Context: an optimization exercise on an open-source flow, tuned for small area and a short achievable clock period. The choices shown serve that exercise and are no tape-out recipe.
Only simulation tests tie the RTL to the original design; equivalence was not proved.
Power is estimated from default activity; no workload was simulated.

**flow/config.mk**
```make
export PLATFORM = sky130hd
export DESIGN_NAME = pipelined
export DESIGN_NICKNAME = pipelined
export VERILOG_FILES = /design/flow/design.v
export SDC_FILE = /design/flow/constraint.sdc
export NUM_CORES = 4
export LEC_CHECK = 0
export CAP_MARGIN = 20
export CORE_MARGIN = 2
export CORE_UTILIZATION = 35
export SLEW_MARGIN = 20
export TNS_END_PERCENT = 0
```
**flow/constraint.sdc**
```tcl
create_clock -name core_clock -period 15.0 [get_ports {i_clk}]
set_input_delay 3.0000 -clock core_clock [delete_from_list [all_inputs] [get_ports {i_clk}]]
set_output_delay 3.0000 -clock core_clock [all_outputs]
set_load 0.01 [all_outputs]
```
**flow/design.v**
```verilog
module pipelined(
    input  logic        i_clk,
    input  logic        i_reset,
    input  logic [31:0] i_io_sw,
    output logic [31:0] o_imem_addr,
    input  logic [31:0] i_imem_rdata,
    output logic [15:0] o_dmem_addr,
    output logic [31:0] o_dmem_wdata,
    output logic [3:0]  o_dmem_bmask,
    output logic        o_dmem_wren,
    input  logic [31:0] i_dmem_rdata,
    output logic [31:0] o_io_ledr,
    output logic [31:0] o_io_ledg,
    output logic [31:0] o_io_lcd,
    output logic [6:0]  o_io_hex0,
    output logic [6:0]  o_io_hex1,
    output logic [6:0]  o_io_hex2,
    output logic [6:0]  o_io_hex3,
    output logic [6:0]  o_io_hex4,
    output logic [6:0]  o_io_hex5,
    output logic [6:0]  o_io_hex6,
    output logic [6:0]  o_io_hex7,
    output logic [31:0] o_pc_debug,
    output logic        o_insn_vld,
    output logic        o_ctrl,
    output logic        o_mispred
);
localparam logic [6:0] OP_LOAD  = 7'b0000011;
localparam logic [6:0] OP_STORE = 7'b0100011;
localparam logic [6:0] OP_IMM   = 7'b0010011;
localparam logic [6:0] OP_REG   = 7'b0110011;
localparam logic [6:0] OP_LUI   = 7'b0110111;
localparam logic [6:0] OP_AUIPC = 7'b0010111;
localparam logic [6:0] OP_JAL   = 7'b1101111;
localparam logic [6:0] OP_JALR  = 7'b1100111;
localparam logic [6:0] OP_BR    = 7'b1100011;
logic [31:0] pc_if;
logic        id_bub;
logic [31:0] pc_id, ir_id, ppc_id, mpc_id;
logic        pt_id;
logic [3:0]  gs_id;
logic        ex_bub;
logic [31:0] rs1_ex, rs2_ex, imm_ex, pc_ex, ppc_ex, mpc_ex;
logic        pt_ex;
logic [3:0]  gs_ex;
logic [6:0]  op_ex;
logic [4:0]  ra1_ex, ra2_ex, rd_ex;
logic [2:0]  f3_ex;
logic        b30_ex;
logic        asel_ex, bsel_ex;
logic        sub_ex, r_sum, r_sl, r_slt, r_slu, r_xor, r_sr, r_or, r_and, sra_ex;
logic        fa_m, fa_w, fa_r, fb_m, fb_w, fb_r, fd_m;
logic [31:0] pc_mem, alu_mem, st_mem;
logic [3:0]  bm_mem;
logic        wren_mem;
logic [4:0]  rd_mem;
logic [2:0]  f3_mem;
logic        memrw_mem, regwen_mem, wbpc_mem, wbld_mem, vld_mem, misp_mem, isld_mem, isct_mem;
logic [31:0] pc4_wb, alu_wb, ld_wb;
logic [4:0]  rd_wb;
logic        regwen_wb, wbpc_wb, wbld_wb, misp_wb, isct_wb;
logic [1:0]  scnt;
logic        stall_L;
logic [3:0]        ghr;
logic [15:0]       bv;
logic [15:0][25:0] btag;
logic [15:0][31:0] btgt;
logic [15:0][1:0]  bctr;
logic [31:1]       rv;
logic [31:1][31:0] rf;
logic [31:0]       rvw;
logic [31:0][31:0] rfw;
logic [4:0][31:0]  io_reg;
logic [31:0]       sw_reg;
wire [6:0] op_id  = ir_id[6:0];
wire [6:0] opv_id = id_bub ? 7'd0 : op_id;
wire [2:0] f3_id  = ir_id[14:12];
logic d_asel, d_bsel;
logic [31:0] imm_id;
wire  d_ri   = (op_id == OP_REG) | (op_id == OP_IMM);
wire  d_sub  = d_ri & ((f3_id == 3'd0 & op_id[5] & ir_id[30]) | (f3_id[2:1] == 2'b01));
wire  d_rsum = ~d_ri | (f3_id == 3'd0);
wire  d_rsl  = d_ri & (f3_id == 3'd1);
wire  d_rslt = d_ri & (f3_id == 3'd2);
wire  d_rslu = d_ri & (f3_id == 3'd3);
wire  d_rxor = d_ri & (f3_id == 3'd4);
wire  d_rsr  = d_ri & (f3_id == 3'd5);
wire  d_ror  = d_ri & (f3_id == 3'd6);
wire  d_rand = d_ri & (f3_id == 3'd7);
wire  d_sra  = (f3_id == 3'd5) & ir_id[30];
always_comb begin
    d_asel = 1'b0;
    d_bsel = 1'b0;
    case (op_id)
        OP_IMM, OP_JALR, OP_LUI: d_bsel = 1'b1;
        OP_LOAD:  if (~(f3_id[1] & (f3_id[0] | f3_id[2]))) d_bsel = 1'b1;
        OP_AUIPC, OP_JAL: begin d_bsel = 1'b1; d_asel = 1'b1; end
        OP_BR:    if (f3_id[2] | ~f3_id[1]) begin d_bsel = 1'b1; d_asel = 1'b1; end
        OP_STORE: if (~(f3_id[1] & f3_id[0]) & ~f3_id[2]) d_bsel = 1'b1;
        default: ;
    endcase
    case (op_id)
        OP_LUI, OP_AUIPC: imm_id = {ir_id[31:12], 12'b0};
        OP_JAL:   imm_id = {{12{ir_id[31]}}, ir_id[19:12], ir_id[20], ir_id[30:21], 1'b0};
        OP_BR:    imm_id = {{20{ir_id[31]}}, ir_id[7], ir_id[30:25], ir_id[11:8], 1'b0};
        OP_STORE: imm_id = {{20{ir_id[31]}}, ir_id[31:25], ir_id[11:7]};
        default:  imm_id = {{20{ir_id[31]}}, ir_id[31:20]};
    endcase
end
wire [31:0] wd = wbld_wb ? ld_wb : (wbpc_wb ? pc4_wb : alu_wb);
wire        we = regwen_wb & (rd_wb != 5'd0);
wire [4:0] ra1_id = ir_id[19:15];
wire [4:0] ra2_id = ir_id[24:20];
assign rvw = {rv, 1'b0};
assign rfw = {rf, 32'b0};
logic [31:0] rf1, rf2;
always_comb begin
    rf1 = 32'b0;
    rf2 = 32'b0;
    for (int r = 1; r < 32; r++) begin
        rf1 = rf1 | ({32{(ra1_id == 5'(r)) & rv[r]}} & rf[r]);
        rf2 = rf2 | ({32{(ra2_id == 5'(r)) & rv[r]}} & rf[r]);
    end
end
wire [31:0] rd1 = (we && rd_wb == ra1_id) ? wd : rf1;
wire [31:0] rd2 = (we && rd_wb == ra2_id) ? wd : rf2;
wire [31:0] rs1_id = (ra1_id == 5'd0) ? 32'b0 : rd1;
wire [31:0] rs2_id = (ra2_id == 5'd0) ? 32'b0 : rd2;
wire [6:0] opv_ex = ex_bub ? 7'd0 : op_ex;
wire isB    = (opv_ex == OP_BR);
wire isJAL  = (opv_ex == OP_JAL);
wire isJALR = (opv_ex == OP_JALR);
wire isJ    = isJAL | isJALR;
wire isLd   = (opv_ex == OP_LOAD);
wire isSt   = (opv_ex == OP_STORE);
wire isRI   = (opv_ex == OP_REG) | (opv_ex == OP_IMM);
wire isU    = (opv_ex == OP_LUI) | (opv_ex == OP_AUIPC);
wire ex_regwen = isRI | isU | isJ | (isLd & ~(f3_ex[1] & (f3_ex[0] | f3_ex[2])));
wire ex_memrw  = isSt & ~f3_ex[2] & ~(f3_ex[1] & f3_ex[0]);
wire ex_vld    = isRI | isU | isJ | isB | isLd | isSt;
wire asel_g    = asel_ex;
wire bsel_g    = bsel_ex;
wire id_nohaz = (opv_id == OP_JAL) | (opv_id == OP_LUI) | (opv_id == OP_AUIPC);
wire hz3   = ~id_nohaz & isLd;
wire hz2   = ~id_nohaz & ~isLd & isld_mem;
wire stall = (scnt != 2'd0) | hz3 | hz2;
wire [31:0] fwdA = ({32{fa_m}} & alu_mem) | ({32{fa_w}} & alu_wb) | ({32{fa_r}} & rs1_ex);
wire [31:0] fwdB = ({32{fb_m}} & alu_mem) | ({32{fb_w}} & alu_wb) | ({32{fb_r}} & rs2_ex);
wire [31:0] opA  = asel_g ? pc_ex : fwdA;
wire [31:0] opB  = bsel_g ? imm_ex : fwdB;
wire sub = sub_ex;
wire [32:0] sum33 = {1'b0, opA} + {1'b0, opB ^ {32{sub}}} + {32'b0, sub};
wire [31:0] sum   = sum33[31:0];
wire        sum_co = sum33[32];
wire slt  = (opA[31] ^ opB[31]) ? opA[31] : sum[31];
wire sltu = ~sum_co;
logic [31:0] sh_in, sh_rev, sh_out, sll_out;
always_comb begin
    for (int i = 0; i < 32; i++) sh_rev[i] = opA[31-i];
    sh_in = r_sl ? sh_rev : opA;
end
wire sh_fill = sra_ex & opA[31];
assign sh_out = (sh_in >> opB[4:0]) | (sh_fill ? ~(32'hffffffff >> opB[4:0]) : 32'b0);
always_comb for (int i = 0; i < 32; i++) sll_out[i] = sh_out[31-i];
wire [31:0] alu_out = ({32{r_sum}} & sum) | ({32{r_sl}} & sll_out) | ({32{r_sr}} & sh_out)
                     | {31'b0, (r_slt & slt) | (r_slu & sltu)}
                     | ({32{r_xor}} & (opA ^ opB)) | ({32{r_or}} & (opA | opB))
                     | ({32{r_and}} & (opA & opB));
wire br_eq   = (fwdA == fwdB);
wire br_lt31 = (fwdA[30:0] < fwdB[30:0]);
wire br_lt   = (fwdA[31] ^ fwdB[31]) ? (f3_ex[1] ? fwdB[31] : fwdA[31]) : br_lt31;
wire taken_b = isB & (f3_ex[2] ? (br_lt ^ f3_ex[0]) : (~f3_ex[1] & (br_eq ^ f3_ex[0])));
wire taken   = isJ | taken_b;
wire [31:0] ph = pc_ex ^ imm_ex ^ ppc_ex;
wire [31:0] pk = (pc_ex & imm_ex) | ((pc_ex ^ imm_ex) & ph);
wire eq_pc = ~ph[0] & ~|(ph[31:1] ^ pk[30:0]);
wire [31:0] rh = fwdA ^ imm_ex ^ ppc_ex;
wire [31:0] rk = (fwdA & imm_ex) | ((fwdA ^ imm_ex) & rh);
wire eq_rs = ~rh[0] & ~|(rh[31:1] ^ rk[30:0]);
wire mispred = isJAL ? ~eq_pc : isJALR ? ~eq_rs : (isB & (pt_ex ? (~taken_b | ~eq_pc) : taken_b));
wire flush   = mispred;
wire [12:0] a_lo  = {1'b0, fwdA[11:0]} + {1'b0, imm_ex[11:0]};
wire        a_s   = imm_ex[31];
wire        a_c28 = a_s ? (a_lo[12] | (|fwdA[27:12])) : (a_lo[12] & (&fwdA[27:12]));
wire        st_io = fwdA[28] ^ a_s ^ a_c28;
wire [31:0] st_fwd = fd_m ? alu_mem : rs2_ex;
wire [31:0] st_x   = st_io ? st_fwd : (st_fwd << {sum[1:0], 3'b0});
logic [3:0] bm_x;
always_comb begin
    if (f3_ex[1]) bm_x = 4'b1111;
    else if (f3_ex[0]) bm_x = (sum[1:0] == 2'd0) ? 4'b0011 : (sum[1:0] == 2'd2) ? 4'b1100 : 4'b0000;
    else bm_x = 4'b0001 << sum[1:0];
end
wire [3:0]  li     = ghr ^ pc_if[5:2];
wire [3:0]  ui     = gs_ex ^ pc_ex[5:2];
wire        upd    = isJ | isB;
wire [31:0] nE_pc = stall ? pc_ex : pc_id;
wire [3:0]  nui   = gs_id ^ nE_pc[5:2];
logic [25:0] tag_li, tag_nu;
logic [31:0] tgt_li;
logic [1:0]  ctr_li, ctr_ui;
logic        v_li, v_nu;
always_comb begin
    tag_li = '0; tgt_li = '0; ctr_li = '0; v_li = 1'b0;
    tag_nu = '0; ctr_ui = '0; v_nu = 1'b0;
    for (int e = 0; e < 16; e++) begin
        if (li == 4'(e)) begin
            tag_li = tag_li | btag[e]; tgt_li = tgt_li | btgt[e];
            ctr_li = ctr_li | bctr[e]; v_li = v_li | bv[e];
        end
        if (ui == 4'(e)) ctr_ui = ctr_ui | bctr[e];
        if (nui == 4'(e)) begin
            tag_nu = tag_nu | btag[e]; v_nu = v_nu | bv[e];
        end
    end
end
wire uhit_n = (upd & (ui == nui)) ? (pc_ex[31:6] == nE_pc[31:6])
                                  : (v_nu & (tag_nu == nE_pc[31:6]));
logic uhit;
always_ff @(posedge i_clk) uhit <= uhit_n;
wire        hit    = v_li & (tag_li == pc_if[31:6]);
wire [31:0] ptgt   = hit ? tgt_li : 32'b0;
wire        pt_if  = hit & ctr_li[1];
wire [31:0] pc4    = pc_if + 32'd4;
wire [31:0] tgt_pc = pc_ex + imm_ex;
wire [31:0] tgt_rs = fwdA + imm_ex;
wire [31:0] tgt    = isJALR ? tgt_rs : tgt_pc;
wire [31:0] pnext  = mispred ? (taken ? tgt : mpc_ex) : ((pt_if & taken) ? ptgt : pc4);
logic [1:0] ctr_n;
always_comb begin
    if (!uhit) ctr_n = taken ? 2'b10 : 2'b01;
    else case (ctr_ui)
        2'b00: ctr_n = taken ? 2'b01 : 2'b00;
        2'b01: ctr_n = taken ? 2'b10 : 2'b00;
        2'b10: ctr_n = taken ? 2'b11 : 2'b01;
        default: ctr_n = taken ? 2'b11 : 2'b10;
    endcase
end
wire       nE_bub = hz3 | (stall ? ex_bub : id_bub);
wire [4:0] nE_ra1 = stall ? ra1_ex : ra1_id;
wire [4:0] nE_ra2 = stall ? ra2_ex : ra2_id;
wire [6:0] nE_op  = stall ? op_ex  : op_id;
wire [2:0] nE_f3  = stall ? f3_ex  : f3_id;
wire nE_lui   = (nE_op == OP_LUI);
wire nE_exclA = (nE_op == OP_JAL) | nE_lui | (nE_op == OP_AUIPC);
wire nE_exclB = nE_exclA | (nE_op == OP_IMM) | (nE_op == OP_JALR) | (nE_op == OP_LOAD);
wire nE_memrw = (nE_op == OP_STORE) & ~nE_f3[2] & ~(nE_f3[1] & nE_f3[0]);
wire [4:0] nM_rd = stall_L ? rd_mem : rd_ex;
wire       nM_rw = stall_L ? regwen_mem : ex_regwen;
wire       nM_ok = nM_rw & (nM_rd != 5'd0);
wire       nW_ok = regwen_mem & (rd_mem != 5'd0);
wire n_fa_m = ~nE_bub & nM_ok & (nM_rd == nE_ra1) & ~nE_exclA;
wire n_fa_w = ~nE_bub & ~n_fa_m & nW_ok & (rd_mem == nE_ra1) & ~nE_exclA;
wire n_fa_r = ~nE_bub & ~n_fa_m & ~n_fa_w & ~nE_lui;
wire n_fb_m = ~nE_bub & nM_ok & (nM_rd == nE_ra2) & ~nE_exclB;
wire n_fb_w = ~nE_bub & ~n_fb_m & nW_ok & (rd_mem == nE_ra2) & ~nE_exclB;
wire n_fb_r = ~nE_bub & ~n_fb_m & ~n_fb_w;
wire n_fd_m = nM_ok & (nM_rd == nE_ra2) & nE_memrw;
wire [31:0] maddr  = alu_mem;
wire        io_we  = memrw_mem & maddr[28] & ~maddr[16];
wire        st_wd  = f3_mem[1];
wire        st_hw  = f3_mem[0];
logic [31:0] io_v;
always_comb begin
    case (maddr[14:12])
        3'd0: io_v = io_reg[0];
        3'd1: io_v = io_reg[1];
        3'd2: io_v = io_reg[2];
        3'd3: io_v = io_reg[3];
        3'd4: io_v = io_reg[4];
        default: io_v = 32'b0;
    endcase
end
wire [31:0] mem_sh = i_dmem_rdata >> {maddr[1:0], 3'b0};
wire [31:0] ld_raw = maddr[28] ? (maddr[16] ? sw_reg : io_v) : (maddr[16] ? 32'b0 : mem_sh);
wire        ld_sgn = ~f3_mem[2];
wire [31:0] ld_val = f3_mem[1] ? ld_raw :
                     f3_mem[0] ? {{16{ld_sgn & ld_raw[15]}}, ld_raw[15:0]} :
                                 {{24{ld_sgn & ld_raw[7]}}, ld_raw[7:0]};
wire rst_n = i_reset;
always_ff @(posedge i_clk or negedge rst_n)
    if (!rst_n) pc_if <= 32'b0;
    else if (isJ | ~stall) pc_if <= pnext;
always_ff @(posedge i_clk or negedge rst_n)
    if (!rst_n) id_bub <= 1'b1;
    else if (flush) id_bub <= 1'b1;
    else if (!stall) id_bub <= 1'b0;
always_ff @(posedge i_clk)
    if (!stall) begin
        pc_id <= pc_if;
        ir_id <= i_imem_rdata;
    end
always_ff @(posedge i_clk) begin
    ppc_id <= ptgt;
    mpc_id <= pc4;
    pt_id  <= pt_if;
    gs_id  <= ghr;
    ppc_ex <= ppc_id;
    mpc_ex <= mpc_id;
    pt_ex  <= pt_id;
    gs_ex  <= gs_id;
end
always_ff @(posedge i_clk or negedge rst_n)
    if (!rst_n) begin
        ex_bub <= 1'b1; asel_ex <= 1'b0; bsel_ex <= 1'b0;
    end else if (hz3 | flush) begin
        ex_bub <= 1'b1; asel_ex <= 1'b0; bsel_ex <= 1'b0;
    end else if (!stall) begin
        ex_bub <= id_bub; asel_ex <= d_asel & ~id_bub; bsel_ex <= d_bsel & ~id_bub;
    end
always_ff @(posedge i_clk)
    if (!stall) begin
        rs1_ex  <= rs1_id;
        rs2_ex  <= rs2_id;
        pc_ex   <= pc_id;
        imm_ex  <= imm_id;
        op_ex   <= op_id;
        ra1_ex  <= ra1_id;
        ra2_ex  <= ra2_id;
        rd_ex   <= ir_id[11:7];
        f3_ex   <= f3_id;
        b30_ex  <= ir_id[30];
        sub_ex  <= d_sub;
        r_sum   <= d_rsum;
        r_sl    <= d_rsl;
        r_slt   <= d_rslt;
        r_slu   <= d_rslu;
        r_xor   <= d_rxor;
        r_sr    <= d_rsr;
        r_or    <= d_ror;
        r_and   <= d_rand;
        sra_ex  <= d_sra;
    end
always_ff @(posedge i_clk or negedge rst_n)
    if (!rst_n) begin
        fa_m <= 1'b0; fa_w <= 1'b0; fa_r <= 1'b0;
        fb_m <= 1'b0; fb_w <= 1'b0; fb_r <= 1'b0; fd_m <= 1'b0;
    end else if (flush) begin
        fa_m <= 1'b0; fa_w <= 1'b0; fa_r <= 1'b0;
        fb_m <= 1'b0; fb_w <= 1'b0; fb_r <= 1'b0; fd_m <= 1'b0;
    end else begin
        fa_m <= n_fa_m; fa_w <= n_fa_w; fa_r <= n_fa_r;
        fb_m <= n_fb_m; fb_w <= n_fb_w; fb_r <= n_fb_r; fd_m <= n_fd_m;
    end
always_ff @(posedge i_clk or negedge rst_n)
    if (!rst_n) begin
        pc_mem <= 32'b0; alu_mem <= 32'b0;
        memrw_mem <= 1'b0; regwen_mem <= 1'b0; wbpc_mem <= 1'b0; wbld_mem <= 1'b0;
        vld_mem <= 1'b0; misp_mem <= 1'b0; isld_mem <= 1'b0; isct_mem <= 1'b0; wren_mem <= 1'b0;
    end else if (!stall_L) begin
        if (isJ | ~flush) begin
            pc_mem <= ex_bub ? 32'b0 : pc_ex; alu_mem <= alu_out;
            memrw_mem <= ex_memrw; regwen_mem <= ex_regwen; wbpc_mem <= isJ; wbld_mem <= isLd;
            vld_mem <= ex_vld; misp_mem <= mispred; isld_mem <= isLd; isct_mem <= isJ | isB;
            wren_mem <= ex_memrw & ~st_io;
        end else begin
            pc_mem <= 32'b0; alu_mem <= 32'b0;
            memrw_mem <= 1'b0; regwen_mem <= 1'b0; wbpc_mem <= 1'b0; wbld_mem <= 1'b0;
            vld_mem <= 1'b0; misp_mem <= 1'b0; isld_mem <= 1'b0; isct_mem <= 1'b0; wren_mem <= 1'b0;
        end
    end
always_ff @(posedge i_clk)
    if (!stall_L) begin
        st_mem <= st_x;
        bm_mem <= bm_x;
        rd_mem <= rd_ex;
        f3_mem <= f3_ex;
    end
always_ff @(posedge i_clk or negedge rst_n)
    if (!rst_n) begin
        regwen_wb <= 1'b0; misp_wb <= 1'b0; isct_wb <= 1'b0;
    end else begin
        regwen_wb <= regwen_mem; misp_wb <= misp_mem; isct_wb <= isct_mem;
    end
always_ff @(posedge i_clk) begin
    pc4_wb  <= pc_mem + 32'd4;
    alu_wb  <= alu_mem;
    ld_wb   <= ld_val;
    rd_wb   <= rd_mem;
    wbpc_wb <= wbpc_mem;
    wbld_wb <= wbld_mem;
end
always_ff @(posedge i_clk or negedge rst_n)
    if (!rst_n) scnt <= 2'd0;
    else if (scnt != 2'd0) scnt <= scnt - 2'd1;
    else if (hz3) scnt <= 2'd3;
    else if (hz2) scnt <= 2'd2;
always_ff @(posedge i_clk) stall_L <= isLd;
always_ff @(posedge i_clk or negedge rst_n)
    if (!rst_n) ghr <= 4'b0;
    else if (upd) ghr <= {ghr[2:0], taken};
for (genvar e = 0; e < 16; e++) begin : g_btb
    wire wr = upd & (ui == 4'(e));
    always_ff @(posedge i_clk or negedge rst_n)
        if (!rst_n) bv[e] <= 1'b0;
        else if (wr) bv[e] <= 1'b1;
    always_ff @(posedge i_clk)
        if (wr) begin
            btag[e] <= pc_ex[31:6];
            btgt[e] <= taken ? tgt : 32'b0;
            bctr[e] <= ctr_n;
        end
end
always_ff @(posedge i_clk or negedge rst_n)
    if (!rst_n) rv <= '0;
    else if (we) rv[rd_wb] <= 1'b1;
for (genvar r = 1; r < 32; r++) begin : g_rf
    always_ff @(posedge i_clk)
        if (we && rd_wb == 5'(r)) rf[r] <= wd;
end
for (genvar k = 0; k < 5; k++) begin : g_io
    wire ld = io_we & (maddr[14:12] == 3'(k));
    always_ff @(posedge i_clk or negedge rst_n)
        if (!rst_n) io_reg[k] <= 32'b0;
        else if (ld) begin
            io_reg[k][7:0] <= st_mem[7:0];
            if (st_wd | st_hw) io_reg[k][15:8] <= st_mem[15:8];
            if (st_wd) io_reg[k][31:16] <= st_mem[31:16];
        end
end
always_ff @(posedge i_clk) sw_reg <= i_io_sw;
assign o_imem_addr  = pc_if;
assign o_dmem_addr  = alu_mem[15:0];
assign o_dmem_wdata = st_mem;
assign o_dmem_bmask = bm_mem;
assign o_dmem_wren  = wren_mem;
assign o_io_ledr    = io_reg[0];
assign o_io_ledg    = io_reg[1];
assign o_io_lcd     = io_reg[4];
assign o_io_hex0    = io_reg[2][6:0];
assign o_io_hex1    = io_reg[2][14:8];
assign o_io_hex2    = io_reg[2][22:16];
assign o_io_hex3    = io_reg[2][30:24];
assign o_io_hex4    = io_reg[3][6:0];
assign o_io_hex5    = io_reg[3][14:8];
assign o_io_hex6    = io_reg[3][22:16];
assign o_io_hex7    = io_reg[3][30:24];
assign o_pc_debug   = pc_mem;
assign o_insn_vld   = vld_mem;
assign o_ctrl       = isct_wb;
assign o_mispred    = misp_wb;
endmodule
```
**flow/flow/run.sh**
```bash
#!/bin/bash
# The standard layout (standard.sh), tuned:
#  - timing repair aims at an 11 ns setup margin, i.e. well below the 15 ns
#    period, repairing only the worst path (TNS_END_PERCENT 0 in config.mk);
#  - repair may resize across cell footprints;
#  - larger CTS sink clusters without dummy loads (smaller clock tree);
#  - every port still gets a buffer, a buf_2 (repair may resize it).
set -o pipefail
export SETUP_SLACK_MARGIN=11
export BUFFER_PORTS_ARGS="-buffer_cell sky130_fd_sc_hd__buf_2"
export CTS_ARGS="-sink_clustering_enable -repair_clock_nets -sink_clustering_size 25 -sink_clustering_max_diameter 100 -dont_use_dummy_load"
bash standard.sh MATCH_CELL_FOOTPRINT=0 finish 2>&1 | tee standard_run.log
```
**flow/standard.sh**
```bash
#!/bin/bash
# synth_recipe.tcl (not shown) runs the flow's synth.tcl, then flattens the netlist and writes it again
# the make line also repeats each setting of config.mk as NAME=value (left out here)
make -C /OpenROAD-flow-scripts/flow DESIGN_CONFIG=/design/flow/config.mk WORK_HOME=/design/flow/orfs CLKGATE_MAP_FILE= SYNTH_SCRIPT=/design/flow/synth_recipe.tcl "${@:-finish}"
```
==> results of run 1 <==
-- cell usage after synthesis, drive strengths merged, types with 300 or more instances --
cell type / instances / area (um^2)
o21ai: 300 / 1510
dfrtp: 329 / 8230
nor2: 531 / 2010
buf: 330 / 1980
a21oi: 323 / 1620
dfxtp: 330 / 6610
a221oi: 357 / 3130
edfxtp: 2168 / 65100
clkbuf: 535 / 2010
a22o: 343 / 3000
nand2: 628 / 2360
a22oi: 801 / 6010
-- layer usage --
metal	part of all wire (%)	wire length, um	global-route usage [%]	vias up
met3	13	83100	9.39	2518
met1	36	224000	40.0	52000
li1	-	-	-	40100
met2	43	269000	48.3	9216
met4	8.5	53900	21.4	32
met5	0.053	333	0.207	-
-- final cells by class --
| type | instances | area, um^2 |
|---|---|---|
| fillers | 34700 | 223000 |
| clock buffers | 149 | 3730 |
| repair inverters | 2 | 16.3 |
| well taps | 4950 | 6190 |
| diodes | 21 | 52.6 |
| inverters | 266 | 1040 |
| flip-flops and latches | 2829 | 80100 |
| repair buffers | 938 | 7640 |
| multi-input cells | 6190 | 47800 |
-- how the worst min path moves through the flow --
| stage | from | end | slack, ns | cells past startpoint |
|---|---|---|---|---|
| global placement | mpc_id[1] | mpc_ex[1] | 0.31 | 0 |
| finish | ppc_id[25] | ppc_ex[25] | 0.32 | 0 |
| CTS | ppc_id[25] | ppc_ex[25] | 0.32 | 0 |
| global route | ppc_id[25] | ppc_ex[25] | 0.33 | 0 |
| detailed placement | mpc_id[19] | mpc_ex[19] | 0.31 | 0 |
| floorplan | mpc_id[0] | mpc_ex[0] | 0.31 | 0 |
-- stage by stage --
step                setup slack [ns]  total power [mW]
finish                         10.02              32.4
global route                    9.97              33.2
CTS                            10.06              31.2
detailed placement              8.18              25.8
global placement                8.11              25.7
floorplan                      10.44              19.1
-- cells in the final DEF, fill, tap and decap left out, drive strengths merged, types with 21 or more instances in the layout --
| cell | n |
|---|---|
| inv | 260 |
| xnor2 | 162 |
| mux4 | 67 |
| a22o | 343 |
| nand2 | 628 |
| edfxtp | 2168 |
| dfrtp | 329 |
| o21ai | 300 |
| or3 | 26 |
| o22ai | 90 |
| a222oi | 131 |
| and2 | 51 |
| o211ai | 38 |
| a211oi | 137 |
| mux2 | 239 |
| a31oi | 38 |
| a21o | 67 |
| nor3 | 169 |
| dfxtp | 330 |
| a221oi | 357 |
| nand4 | 212 |
| nor2b | 31 |
| buf | 908 |
| fa | 64 |
| nand2b | 32 |
| nand3 | 264 |
| a22oi | 801 |
| mux2i | 256 |
| and3 | 101 |
| a21oi | 323 |
| or2 | 27 |
| nor2 | 532 |
| ha | 184 |
| clkbuf | 179 |
| a221o | 29 |
| diode | 21 |
| o21bai | 33 |
| o221ai | 35 |
| nor4 | 51 |
| xor2 | 141 |
-- logic make-up (layout without fill, tap and decap cells) --
| kind of cell | Yosys count | in the layout | synth area share (%) |
|---|---|---|---|
| AND/OR/NAND/NOR | 2179 | 2181 | 7.99 |
| flip-flops | 2829 | 2829 | 61.5 |
| multiplexers | 562 | 562 | 5.20 |
| AO/OA/AOI/OAI | 2896 | 2896 | 16.6 |
| XOR/XNOR | 301 | 303 | 2.06 |
| adder cells (fa/ha/maj) | 248 | 248 | 2.76 |
| buffers and inverters | 1131 | 1355 | 3.84 |
| other | 0 | 21 | 0 |
-- power by group through the flow --
stage / registers, mW / clock network, mW / logic (mW)
3_5_place_dp: 11.2 / 0 / 14.6
2_1_floorplan: 10.6 / 0 / 8.49
4_1_cts: 11.0 / 4.34 / 15.8
5_1_grt: 11.1 / 4.57 / 17.6
6_report: 11.1 / 4.34 / 17.1
3_3_place_gp: 11.2 / 0 / 14.5
-- what timing repair did --
item                       in CTS  in global routing
setup endpoints to repair    1744               1719
resized for setup             404                122
pin swaps                      69                 79
buffers inserted              130                 81
cloned                         23                 10
==> flow_summary.ini, run 1 <==
[floorplanning]
rows = 223
die_h_um = 613
die_area_um2 = 376000
io_pins = 370
core-area_um2 = 369000
start_util_pct = 35.2
die_w_um = 613

[sta]
slew_violations = 0
max_freq_mhz = 201
slew_headroom_pct = 6.06
fin_skew_ns = 0.184
finalCriticalPeriod_ns = 4.98
holdWs_ns = 0.323
finalHoldViolations = 0
post-route-period-util_pct = 33.2
setup_violations = 0
fin_setup_tns_ns = 0
tightest_slew_ns = 1.40
rsz0062_at_grt = yes

[clock_network]
cts_buffers = 149
cts-htree-levels = 4
cts_hold_buf = 0
clock_latency_ns = 1.00
cts_buffer_depth = 4
cts_tree = done
cts-root-buf = clkbuf_16
clock-sinks = 2829
clkSlewWorstSetupHoldPaths_ns = 0.11

[power]
leakagePower_nw = 51.0
seqPwrFrac_pct = 34.1
swShare_pct = 46.8
clockPowerShare_pct = 13.4
power.density_nw_per_um2 = 221
p_comb_share_pct = 52.6
switchingPower_mw = 15.2
intPower_mw = 17.2
vdd_drop_max_mv = 0.154

[yosys]
synth-edff-count = 2168
yosys_warnings = 1
ys.flop_type = edfxtp_1
ys_ff_latch = 2829
syn_inst = 10100
ys_types = 107
syn_avg_cell_area_um2 = 12.8
async_flop_share_pct = 11.7
synth_nets = 10500
seq_area_frac_synth_pct = 61.5
netlist_area_um2 = 130000

[grt]
grt_overflow_total = 0
grt_pass1_vias = 97000
track_usage_pct = 32.1
antenna_found_initial = 41
grt_pass1_wl_mm = 837
grt_max_degree = 94

[detailed_routing]
vias_per_cell = 6.77
drt_iter0_drc = 21400
first_pass_iters = 14
wire_per_inst_um = 41.1
ant_nets = 0
drc = 0
vias = 104000
wl_mm = 630

[final_layout]
fin_util_pct = 39.7
finalInstanceArea_um2 = 147000
drive_gt1_share_pct = 18.7
synthToLayoutAreaGrowth_pct = 12.7
stdcell_count = 15300
reg_top3 = rf (992), btgt (512), btag (416)
largest_reg_flops = 992
nNetsFinal = 10700
regMostFlops = rf

[placement]
place_area_um2 = 138000
dp_cells = 14900
dp_hpwl_mm = 391
gp_congestion = 0.998
portBuffers = 369

[setup_path]
crit-reg2reg-capture = uhit
worst_path_largest_cell_delay_ns = 0.60
cp_max_fo = 6
endpoint = uhit
crit_cells = 19
worstSetupStartpointType = register
critPathBufInv = 5
crit_chain = and4bb_4 > and3_4 > buf_12 > o21ai_4 > nand3_2 > a21boi_4 > buf_12 > o22ai_1 > clkbuf_8 > buf_4 > nor3_4 > buf_4 > a22oi_2 > o211ai_1 > mux2_2 > and4_1 > nand4_1 > or4_4 > o21ai_1
reg2reg_slack_ns = 10.02
cp_slowest_cell = or4_4
reg2reg_depth = 19
crit_arrival_ns = 5.77
cp_top_family = simple AND/OR/NAND/NOR gates
worstSetupEndpointType = register
required_ns = 15.78
crit_start = ir_id[1]
path_class = register to register
r2r_start = ir_id[1]

[status]
status = complete, no violations

[flow_run]
cap_violations = 0

[hold_path]
hold_class = register to register
==> run 2, diff against run 1 <==
--- a/flow/config.mk
+++ b/flow/config.mk
@@ -8,5 +8,5 @@
 export CAP_MARGIN = 20
 export CORE_MARGIN = 2
-export CORE_UTILIZATION = 35
+export CORE_UTILIZATION = 30
 export SLEW_MARGIN = 20
 export TNS_END_PERCENT = 0
==> run 2 against run 1 <==
Compared with the run above: non-clock buffer count rose by 16; total power fell by 2.3%; synthesized cell count did not move; hold slack got worse by 0.045 ns; count of clock-buffer cells in the layout fell by 2; synthesized area did not move; flip-flop and latch count did not move; critical endpoint is now btgt[467].
==> flow_summary.ini, run 2 <==
[setup_path]
crit_chain = nand3b_1 > nor4_1 > nand2_1 > nand2_1 > nand3_1 > nor2_4 > buf_4
reg2reg_slack_ns = 10.06
crit_cells = 7
r2r_start = ex_bub
crit_arrival_ns = 5.43
cp_slowest_cell = buf_4
cp_max_fo = 45
crit_top_cell = nand2_1
path_class = register to register
worstSetupEndpointType = register
cp_top_family = simple AND/OR/NAND/NOR gates
worstSetupStartpointType = register
reg2reg_depth = 7
crit_start = ex_bub
required_ns = 15.49
worst_path_largest_cell_delay_ns = 1.04
critPathBufInv = 1

[sta]
tightest_slew_ns = 1.34
rsz0062_at_grt = yes
holdWs_ns = 0.278
fin_skew_ns = 0.153
finalCriticalPeriod_ns = 4.94
setup_slack_ns = 10.06
slew_violations = 0
setup_violations = 0
post-route-period-util_pct = 33.0
max_freq_mhz = 202
slew_headroom_pct = 9.70
fin_setup_tns_ns = 0
finalHoldViolations = 0

[clock_network]
clock-sinks = 2829
clock_latency_ns = 0.96
cts-root-buf = clkbuf_16
cts_buffer_depth = 4
cts_buffers = 147
cts-htree-levels = 4
cts_tree = done
clkSlewWorstSetupHoldPaths_ns = 0.10

[final_layout]
stdcell_count = 16100
final_common_cell = edfxtp_1
reg_top3 = rf (992), btgt (512), btag (416)
finalInstanceArea_um2 = 147000
most-common-layout-cells = edfxtp_1, a22oi_1, nand2_1, buf_4, nor2_1
synthToLayoutAreaGrowth_pct = 12.9
regMostFlops = rf
drive_gt1_share_pct = 18.6
nNetsFinal = 10700
largest_reg_flops = 992

[grt]
grt_pass1_wl_mm = 818
track_usage_pct = 26.7
grt_max_degree = 82
antenna_found_initial = 37
grt_pass1_vias = 96000
grt_overflow_total = 0

[floorplanning]
io_pins = 370
rows = 241
die_area_um2 = 439000
die_h_um = 662
start_util_pct = 30.1
die_w_um = 662
core-area_um2 = 431000

[yosys]
netlist_area_um2 = 130000
synth_nets = 10500
synth_area_leader_cell = edfxtp_1
synth-edff-count = 2168
syn_inst = 10100
yosysMostFrequentCell = edfxtp_1
async_flop_share_pct = 11.7
seq_area_frac_synth_pct = 61.5
syn_avg_cell_area_um2 = 12.8
yosys-top-cells-count = edfxtp_1, a22oi_1, nand2_1, clkbuf_1, nor2_1
ys_types = 107
yosys_warnings = 1
ys.flop_type = edfxtp_1
netlist_top_cells_area = edfxtp_1, dfrtp_1, dfxtp_1, a22oi_1, a221oi_1
ys_ff_latch = 2829
synth_top_area_share_pct = 50.1

[power]
p_comb_share_pct = 51.9
seqPwrFrac_pct = 34.4
switchingPower_mw = 14.7
swShare_pct = 46.4
leakagePower_nw = 51.1
power.density_nw_per_um2 = 216
vdd_drop_max_mv = 0.164
clockPowerShare_pct = 13.7
intPower_mw = 17.0

[flow_run]
cap_violations = 0

[placement]
portBuffers = 369
dp_cells = 15700
dp_hpwl_mm = 383
place_area_um2 = 139000
post-place-ws_ns = 7.64
gp_congestion = 1.02

[detailed_routing]
vias = 104000
drc = 0
wire_per_inst_um = 38.1
ant_nets = 0
vias_per_cell = 6.47
first_pass_iters = 12
wl_mm = 615
drt_iter0_drc = 21000

[hold_path]
min_from = ppc_id[13]
hold_depth = 0
hold_class = register to register

[status]
status = complete, no violations
## run 2: cell counts after synthesis
No cell type changed its count.
## run 2: final timing paths
kind | endpoint
max | btgt[467]
max reg2reg | btgt[467]
min reg2reg | ppc_ex[13]
min | ppc_ex[13]
max in group asynchronous | pc_if[15]
min in group asynchronous | alu_mem[15]
## run 2: logic make-up (layout without fill, tap and decap cells)
group	Yosys count	after routing	synth area share (%)
compound gates	2896	2896	16.6
flops	2829	2829	61.5
simple gates	2179	2181	7.99
buf+inv	1131	1368	3.84
mux	562	563	5.20
xor+xnor	301	302	2.06
fa+ha+maj	248	248	2.76
other cells	0	27	0
## run 2: metrics by stage
step | total power [mW] | utilization, %
after floorplan | 19.1 | -
after CTS | 30.6 | 33.8
after global placement | 25.2 | 32.2
final | 31.7 | 34.0
after global routing | 32.4 | 34.0
after detailed placement | 25.2 | 32.2
## run 2: timing repair
item,in CTS,in global routing
pin swaps,94,41
setup endpoints to repair,1766,1704
endpoints found under the hold margin,0,0
buffers inserted,179,38
gates cloned,20,3
gates resized for setup,405,63
hold buffers,0,0
## run 2: power by group through the flow
stage	clock network (mW)	logic (mW)	registers (mW)
2_1_floorplan	0	8.49	10.6
3_3_place_gp	0	14.1	11.1
3_5_place_dp	0	14.2	11.1
4_1_cts	4.33	15.4	10.8
5_1_grt	4.56	16.9	10.9
6_report	4.34	16.4	10.9
## run 2: layer usage
metal / up-vias / share of wire (%) / wire length, um / track usage, %
met5: - / 0.093 / 572 / 0.779
met4: 26 / 8.8 / 53900 / 18.0
met3: 2620 / 14 / 87500 / 9.71
met2: 9674 / 42 / 258000 / 39.7
met1: 51900 / 35 / 214000 / 32.4
li1: 40100 / - / - / -
## run 2: worst reg2reg max path, stage by stage (launching register included)
cell and delay (ns):
dfstp_2 0.40, nand3b_1 0.20, nor4_1 0.45, nand2_1 0.44, nand2_1 0.60, nand3_1 0.46, nor2_4 0.89, buf_4 1.04
## run 2: layout make-up
class	instances	area, um^2
diodes	27	67.6
clock buffers	147	3680
fillers	42200	284000
inverters	266	1050
multi-input cells	6190	47400
flip-flops and latches	2829	80100
well taps	5710	7140
repair buffers	954	7340
repair inverters	1	5.00
==> run 3, diff against run 2 <==
--- a/flow/flow/run.sh
+++ b/flow/flow/run.sh
@@ -2,5 +2,5 @@
 # The standard layout (standard.sh), tuned:
 #  - timing repair aims at an 11 ns setup margin, i.e. well below the 15 ns
-#    period, repairing only the worst path (TNS_END_PERCENT 0 in config.mk);
+#    period, repairing the worst 20% of failing endpoints (TNS_END_PERCENT in config.mk);
 #  - repair may resize across cell footprints;
 #  - larger CTS sink clusters without dummy loads (smaller clock tree);
--- a/flow/config.mk
+++ b/flow/config.mk
@@ -8,5 +8,5 @@
 export CAP_MARGIN = 20
 export CORE_MARGIN = 2
-export CORE_UTILIZATION = 30
+export CORE_UTILIZATION = 35
 export SLEW_MARGIN = 20
-export TNS_END_PERCENT = 0
+export TNS_END_PERCENT = 20
==> run 3 against run 2 <==
Compared with the run above: utilization increased by 7.0 points; largest power group unchanged; synthesized area unchanged; critical path type unchanged; count of clock-buffer cells in the layout is 1 higher; sequential share of layout area fell by 1.7 points.
==> flow_summary.ini, run 3 <==
[grt]
track_usage_pct = 33.3
grt_max_degree = 85
grt_pass1_vias = 99500
antenna_found_initial = 59
grt_pass1_wl_mm = 865
grt_overflow_total = 0

[clock_network]
cts_buffer_depth = 4
cts-root-buf = clkbuf_16
clkSlewWorstSetupHoldPaths_ns = 0.10
cts_tree = done
cts-htree-levels = 4
cts_buffers = 148
clock-sinks = 2829
clock_latency_ns = 0.97

[floorplanning]
start_util_pct = 35.2
rows = 223
core-area_um2 = 369000
die_area_um2 = 376000
die_w_um = 613
die_h_um = 613
io_pins = 370

[yosys]
ys_ff_latch = 2829
seq_area_frac_synth_pct = 61.5
async_flop_share_pct = 11.7
synth_nets = 10500
yosysMostFrequentCell = edfxtp_1
ys_types = 107
yosys_warnings = 1
syn_inst = 10100
yosys-top-cells-count = edfxtp_1, a22oi_1, nand2_1, clkbuf_1, nor2_1
synth_area_leader_cell = edfxtp_1
synth_top_area_share_pct = 50.1
netlist_area_um2 = 130000
synth-edff-count = 2168
syn_avg_cell_area_um2 = 12.8
netlist_top_cells_area = edfxtp_1, dfrtp_1, dfxtp_1, a22oi_1, a221oi_1
ys.flop_type = edfxtp_1

[setup_path]
reg2reg_depth = 25
path_class = register to register
required_ns = 15.68
r2r_start = ex_bub
crit_top_cell = buf_6
cp_max_fo = 16
cp_slowest_cell = or3_4
worstSetupEndpointType = register
crit-reg2reg-capture = btgt[126]
reg2reg_slack_ns = 10.03
worstSetupStartpointType = register
crit_arrival_ns = 5.65
worst_path_largest_cell_delay_ns = 0.44

[detailed_routing]
wl_met1_mm = 233
wl_mm = 651
wl_met3_mm = 84.6
drt_iter0_drc = 21700
vias = 106000
top_layer = met5
vias_per_cell = 6.80
ant_nets = 0
wire_per_inst_um = 41.6
first_pass_iters = 13
wl_met2_mm = 279
drc = 0

[power]
vdd_drop_max_mv = 0.155
p_comb_share_pct = 55.4
seqPwrFrac_pct = 32.0
switchingPower_mw = 16.2
swShare_pct = 46.9
power.density_nw_per_um2 = 228
intPower_mw = 18.3
leakagePower_nw = 53.2
clockPowerShare_pct = 12.6

[sta]
max_freq_mhz = 201
finalHoldViolations = 0
fin_setup_tns_ns = 0
tightest_slew_ns = 1.32
setup_violations = 0
fin_skew_ns = 0.196
slew_violations = 0
slew_headroom_pct = 11.5
post-route-period-util_pct = 33.1
rsz0062_at_grt = yes
finalCriticalPeriod_ns = 4.97
holdWs_ns = 0.334

[flow_run]
cap_violations = 0

[final_layout]
reg_top3 = rf (992), btgt (512), btag (416)
synthToLayoutAreaGrowth_pct = 16.6
largest_reg_flops = 992
most-common-layout-cells = edfxtp_1, a22oi_1, nand2_1, buf_4, nor2_1
nNetsFinal = 11000
final_common_cell = edfxtp_1
regMostFlops = rf
drive_gt1_share_pct = 22.7

[placement]
portBuffers = 369
dp_hpwl_mm = 398
gp_congestion = 0.984

[hold_path]
hold_depth = 0
whs_endpoint = wbpc_wb
min_from = wbpc_mem
hold_class = register to register

[status]
status = complete, no violations
==> run 3: timing repair <==
item,4_1_cts,5_1_grt
endpoints found under the setup margin,1927,1919
cloned,62,3
hold buffers,0,0
resized for setup,835,204
buffers inserted,365,77
pin swaps,261,163
==> run 3: worst max path at each step <==
| stage | start | cells after the start | end | slack, ns |
|---|---|---|---|---|
| floorplan | ex_bub | 22 | pc_if[28] | 10.44 |
| global placement | pc_if[2] | 16 | pc_if[17] | 7.35 |
| detailed placement | pc_if[2] | 16 | pc_if[17] | 7.31 |
| CTS | ex_bub | 21 | btgt[92] | 10.09 |
| global route | ex_bub | 25 | btgt[126] | 9.92 |
| finish | ex_bub | 25 | btgt[126] | 10.03 |
==> run 3: cell families (layout without fill, tap and decap cells) <==
group,Yosys count,in the layout,synth area share [%]
AO/OA/AOI/OAI,2896,2896,16.6
flip-flops,2829,2829,61.5
AND/OR/NAND/NOR,2179,2189,7.99
buffers and inverters,1131,1630,3.84
multiplexers,562,562,5.20
XOR/XNOR,301,302,2.06
adder cells (fa/ha/maj),248,248,2.76
other,0,31,0
==> run 3: worst max-delay path, delay by kind of cell (launching register included) <==
| family | cells | cell delay, ns |
|---|---|---|
| xor gates and xnor gates | 1 | 0.28 |
| AOI/OAI and AO/OA | 8 | 1.55 |
| buffers and inverters | 8 | 0.88 |
| DFF | 1 | 0.38 |
| adders and majority gates | 1 | 0.23 |
| and+or+nand+nor | 7 | 1.38 |
==> run 3: final cells by class <==
| cell class | instances | area, um^2 |
|---|---|---|
| timing repair inverter | 2 | 16.3 |
| fill | 34300 | 218000 |
| antenna | 31 | 77.6 |
| tap | 4950 | 6190 |
| sequential | 2829 | 80100 |
| inverter | 266 | 1070 |
| clock buffer | 148 | 3700 |
| multi-input combinational | 6197 | 49300 |
| timing repair buffer | 1214 | 11000 |
==> run 3: through the flow <==
stage | cells | power, mW | util [%] | cell area (um^2) | worst slack (ns)
6_report | 15600 | 34.5 | 41.0 | 152000 | 10.03
3_5_place_dp | 15000 | 25.9 | 37.4 | 138000 | 7.31
3_3_place_gp | 14900 | 25.8 | 37.4 | 138000 | 7.35
4_1_cts | 15500 | 33.1 | 40.6 | 150000 | 10.09
2_1_floorplan | 10100 | 19.1 | - | 130000 | 10.44
5_1_grt | 15600 | 35.2 | 41.0 | 151000 | 9.92
==> run 3: per-layer routing <==
layer	vias up	track usage (%)
met2	9620	49.8
met5	-	0.0258
li1	40700	-
met1	53400	41.6
met4	28	21.9
met3	2575	10.0
==> run 3: power groups by stage <==
| stage | combinational (mW) | sequential, mW | clock [mW] |
|---|---|---|---|
| after CTS | 17.8 | 11.0 | 4.35 |
| final | 19.1 | 11.1 | 4.36 |
| after global placement | 14.6 | 11.1 | 0 |
| after global routing | 19.6 | 11.1 | 4.59 |
| after floorplan | 8.57 | 10.6 | 0 |
| after detailed placement | 14.7 | 11.2 | 0 |

==> separate check: timing with driven ports <==
No port has a modelled driver above. Below, the same layouts with a new extraction and two added sets of constraints. Step 1: set_driving_cell puts a clkbuf_16 on i_clk and a buf_2 on each other input, an assumption about the parent block. Step 2, shift: input delay + t, output delay - t, t = (earliest + latest rising clock arrival at the registers) / 2. This alone moves slack from input paths to output paths. Slacks: no drivers / after step 1 / after step 2; pairs: no drivers / after step 1.
run	shift t [ns]	setup WS [ns]	hold WS [ns]	worst register clock-pin slew, ns
run 1	1.008	10.016 / 9.949 / 9.613	0.323 / 0.323 / 0.323	0.11 / 0.11
run 2	1.012	10.056 / 10.056 / 9.541	0.278 / 0.278 / 0.278	0.11 / 0.11
run 3	0.986	10.034 / 9.964 / 9.901	0.334 / 0.334 / 0.334	0.12 / 0.12
After both steps every run listed still meets setup and hold. The setup slack of run 2, which loses most, moves by 0.000 ns with the drivers and by -0.515 ns with both steps. Setup slack includes reset recovery checks.
